This is an optimization exercise on Yosys and OpenROAD, whose aim is small area, not a production implementation. Function was checked by simulation only, so behaviour that the tests miss may differ from the original.

==> flow/design.v <==
module color_sharp_memory_display_driver (
    input clk_i,
    input reset_i,
    output logic vsync_o,
    output logic [15:0] addr_o,
    output logic read_valid_o,
    input [15:0] pixel_data_i,
    output logic intb_o,
    output logic bsp_o,
    output logic bck_o,
    output logic gsp_o,
    output logic gck_o,
    output logic gen_o,
    output logic vcom_o,
    output logic vb_o,
    output logic va_o,
    output logic [1:0] r_o,
    output logic [1:0] g_o,
    output logic [1:0] b_o
);
    logic [2:0] c;
    logic [6:0] b;
    logic [9:0] k;
    logic srf, sup;
    logic [11:0] u;
    logic h;
    logic [5:0] cap;
    wire c1 = (c == 3'd1);
    wire c7 = (c == 3'd7);
    wire b_last = (b == 7'd123);
    wire win = b_last && (c >= 3'd2);
    wire k_hi = k[9] && k[7];                        
    wire k644 = k[9] && (k[7:0] == 8'd132);          
    wire k646 = k[9] && (k[7:0] == 8'd134);          
    wire k647 = k[9] && (k[7:0] == 8'd135);          
    wire k0 = (k == 10'd0);
    wire p61 = (b > 7'd61) || (b == 7'd61 && c != 3'd0);
    wire tick = (c == 3'd4) && (b[1:0] == 2'd0);
    wire [12:0] u_inc = {1'b0, u} + {12'd0, tick};
    always_ff @(posedge clk_i) begin
        c <= c + 3'd1;
        if (c7) begin
            b <= b_last ? 7'd0 : b + 7'd1;
            if (b_last) k <= k647 ? 10'd0 : k + 10'd1;
        end
        if (c1 && b_last && k646 && !k[8]) srf <= 1'b0;
        if (c1) begin
            if (k[0] ^ b_last)
                cap <= {pixel_data_i[12], pixel_data_i[4], pixel_data_i[10],
                        pixel_data_i[2], pixel_data_i[8], pixel_data_i[0]};
            else
                cap <= {pixel_data_i[13], pixel_data_i[5], pixel_data_i[11],
                        pixel_data_i[3], pixel_data_i[9], pixel_data_i[1]};
            if (!k_hi && !srf) {r_o, g_o, b_o} <= cap;
        end
        if (b == 7'd25 && k644) intb_o <= 1'b0;
        if (b == 7'd30 && k646) intb_o <= 1'b1;
        if (srf) begin
            u <= 12'd4064;
            h <= 1'b1;
            sup <= 1'b1;
        end else begin
            u <= u_inc[11:0] | (u_inc[12] ? 12'd971 : 12'd0);
            h <= h ^ u_inc[12];
            if (u_inc[12]) sup <= 1'b0;
        end
        if (reset_i) begin
            c <= 3'd0;
            b <= 7'd121;
            k <= 10'd898;
            srf <= 1'b1;
            sup <= 1'b1;
            u <= 12'd4064;
            h <= 1'b1;
            {r_o, g_o, b_o} <= 6'd0;
            intb_o <= 1'b0;
        end
    end
    always_comb begin
        read_valid_o = (c == 3'd0) && !srf;
        addr_o = (srf || (sup && win && !k[0])) ? 16'd0 :
                 {k[7:0] | {8{k647}}, 1'b0, b};
        bck_o = b[0] && !(k[9] && k[8] && k[2:0] == 3'b010 && !b[1]);
        gck_o = k[0] ^ win;
        gsp_o = (k646 && p61) || k647 || (k0 && !p61);
        bsp_o = (b_last && c >= 3'd3) || (b == 7'd0) || (b == 7'd1 && c <= 3'd2);
        vsync_o = (k[9:1] == 9'b100111111) && (k[0] ^ (b_last && c >= 3'd3));
        gen_o = !k0 && !(k_hi && k[2:0] != 3'd0) &&
                ((b == 7'd20 && c != 3'd0) || (b > 7'd20 && b < 7'd80) || (b == 7'd80 && c == 3'd0));
        va_o = !sup && !h;
        vcom_o = !sup && h;
        vb_o = !sup && h;
    end
endmodule
==> flow/config.mk <==
export PLATFORM = sky130hd
export DESIGN_NAME = color_sharp_memory_display_driver
export DESIGN_NICKNAME = color_sharp_memory_display_driver
export VERILOG_FILES = /design/flow/design.v
export SDC_FILE = /design/flow/constraint.sdc
export NUM_CORES = 4
export LEC_CHECK = 0
export CAP_MARGIN = 20
export CORE_MARGIN = 2
export CORE_UTILIZATION = 40
export PLACE_DENSITY = 0.6
export SLEW_MARGIN = 20
==> flow/constraint.sdc <==
create_clock -name core_clock -period 10.0 [get_ports {clk_i}]
set_input_delay 2.0000 -clock core_clock [delete_from_list [all_inputs] [get_ports {clk_i}]]
set_output_delay 2.0000 -clock core_clock [all_outputs]
set_load 0.01 [all_outputs]
standard.sh (not shown) runs the stock make flow with config.mk's settings and CLKGATE_MAP_FILE= SYNTH_SCRIPT=/design/flow/synth_recipe.tcl, a recipe that flattens the netlist after the stock synthesis.
==> flow/flow/run.sh <==
#!/bin/bash
# Own layout flow: the standard flow (standard.sh) with two changes.
#  1. Synthesis: the same ORFS synthesis script as the standard flow's (-nofsm -noshare,
#     flattened, $func$ nets renamed), but ORFS's adder cell mapping is
#     skipped and ABC maps the logic with an area-oriented script.  ABC does
#     not touch the flip-flops, so the registers (names and cell types) are
#     the standard synthesis's.
#  2. The port buffers are the smallest buffer cell (buf_1).
#  3. Clock tree synthesis adds no dummy load cells.
# Every tool's full output goes to standard.log here and to the ORFS logs
# under orfs/logs.
set -euo pipefail
W=$PWD
cat > $W/area.abc <<'EOT'
strash
ifraig
scorr
dc2
strash
dch -f
amap
topo
EOT
cat > $W/own_synth.tcl <<EOT
set ::env(ADDER_MAP_FILE) ""
proc synth {args} { yosys synth -nofsm -noshare {*}\$args }
proc abc {args} {
  set i [lsearch -exact \$args -script]
  if { \$i >= 0 } { set args [lreplace \$args \$i [expr {\$i + 1}] -script $W/area.abc] }
  set i [lsearch -exact \$args -D]
  if { \$i >= 0 } { set args [lreplace \$args \$i [expr {\$i + 1}]] }
  puts "own abc: \$args"
  yosys abc {*}\$args
}
source \$::env(SCRIPTS_DIR)/synth.tcl
# left out here: clear keep_hierarchy, flatten, clean up
yosys rename -hide {w:*\$func\$*}
write_verilog -noattr -nohex -nodec \$::env(RESULTS_DIR)/1_2_yosys.v
EOT
bash standard.sh finish SYNTH_SCRIPT=$W/own_synth.tcl \
  "BUFFER_PORTS_ARGS=-buffer_cell sky130_fd_sc_hd__buf_1" \
  "CTS_ARGS=-sink_clustering_enable -repair_clock_nets -dont_use_dummy_load" > standard.log 2>&1
Edit:
--- a/flow/flow/run.sh
+++ b/flow/flow/run.sh
@@ -19,2 +19,5 @@
 strash
+&get -n
+&deepsyn -T 30
+&put
 dch -f
What happened:
- worst setup slack gets worse by 290 ps
- core utilization falls by 0.43 points
- routed wire length barely changes

what the ideal ports hide:
In the flow no input, the clock included, has a driving cell. The finished layouts below were timed again as built, in two steps.
Step 1 assumes that a clkbuf_16 drives the clock port and a buf_2 every other input.
Step 2, shift: input delay + t, output delay - t, t = (earliest + latest rising clock arrival at the registers) / 2. This alone moves slack from input paths to output paths.
Three values: no drivers, after step 1, after step 2; two values: the first two.
run | shift t [ns] | slack for setup (ns) | worst setup path after step 2 | worst register clock-pin slew, ns | cell pins on the clock port's net
the first run | 0.316 | 5.667 / 5.640 / 5.956 | register to output | 0.09 / 0.09 | 1
the second run | 0.312 | 5.381 / 5.385 / 5.072 | input to register | 0.09 / 0.09 | 1
After both steps every run listed still meets setup and hold. For the second run, which loses most, drivers alone change the setup slack by +0.004 ns; drivers and shift together by -0.309 ns.
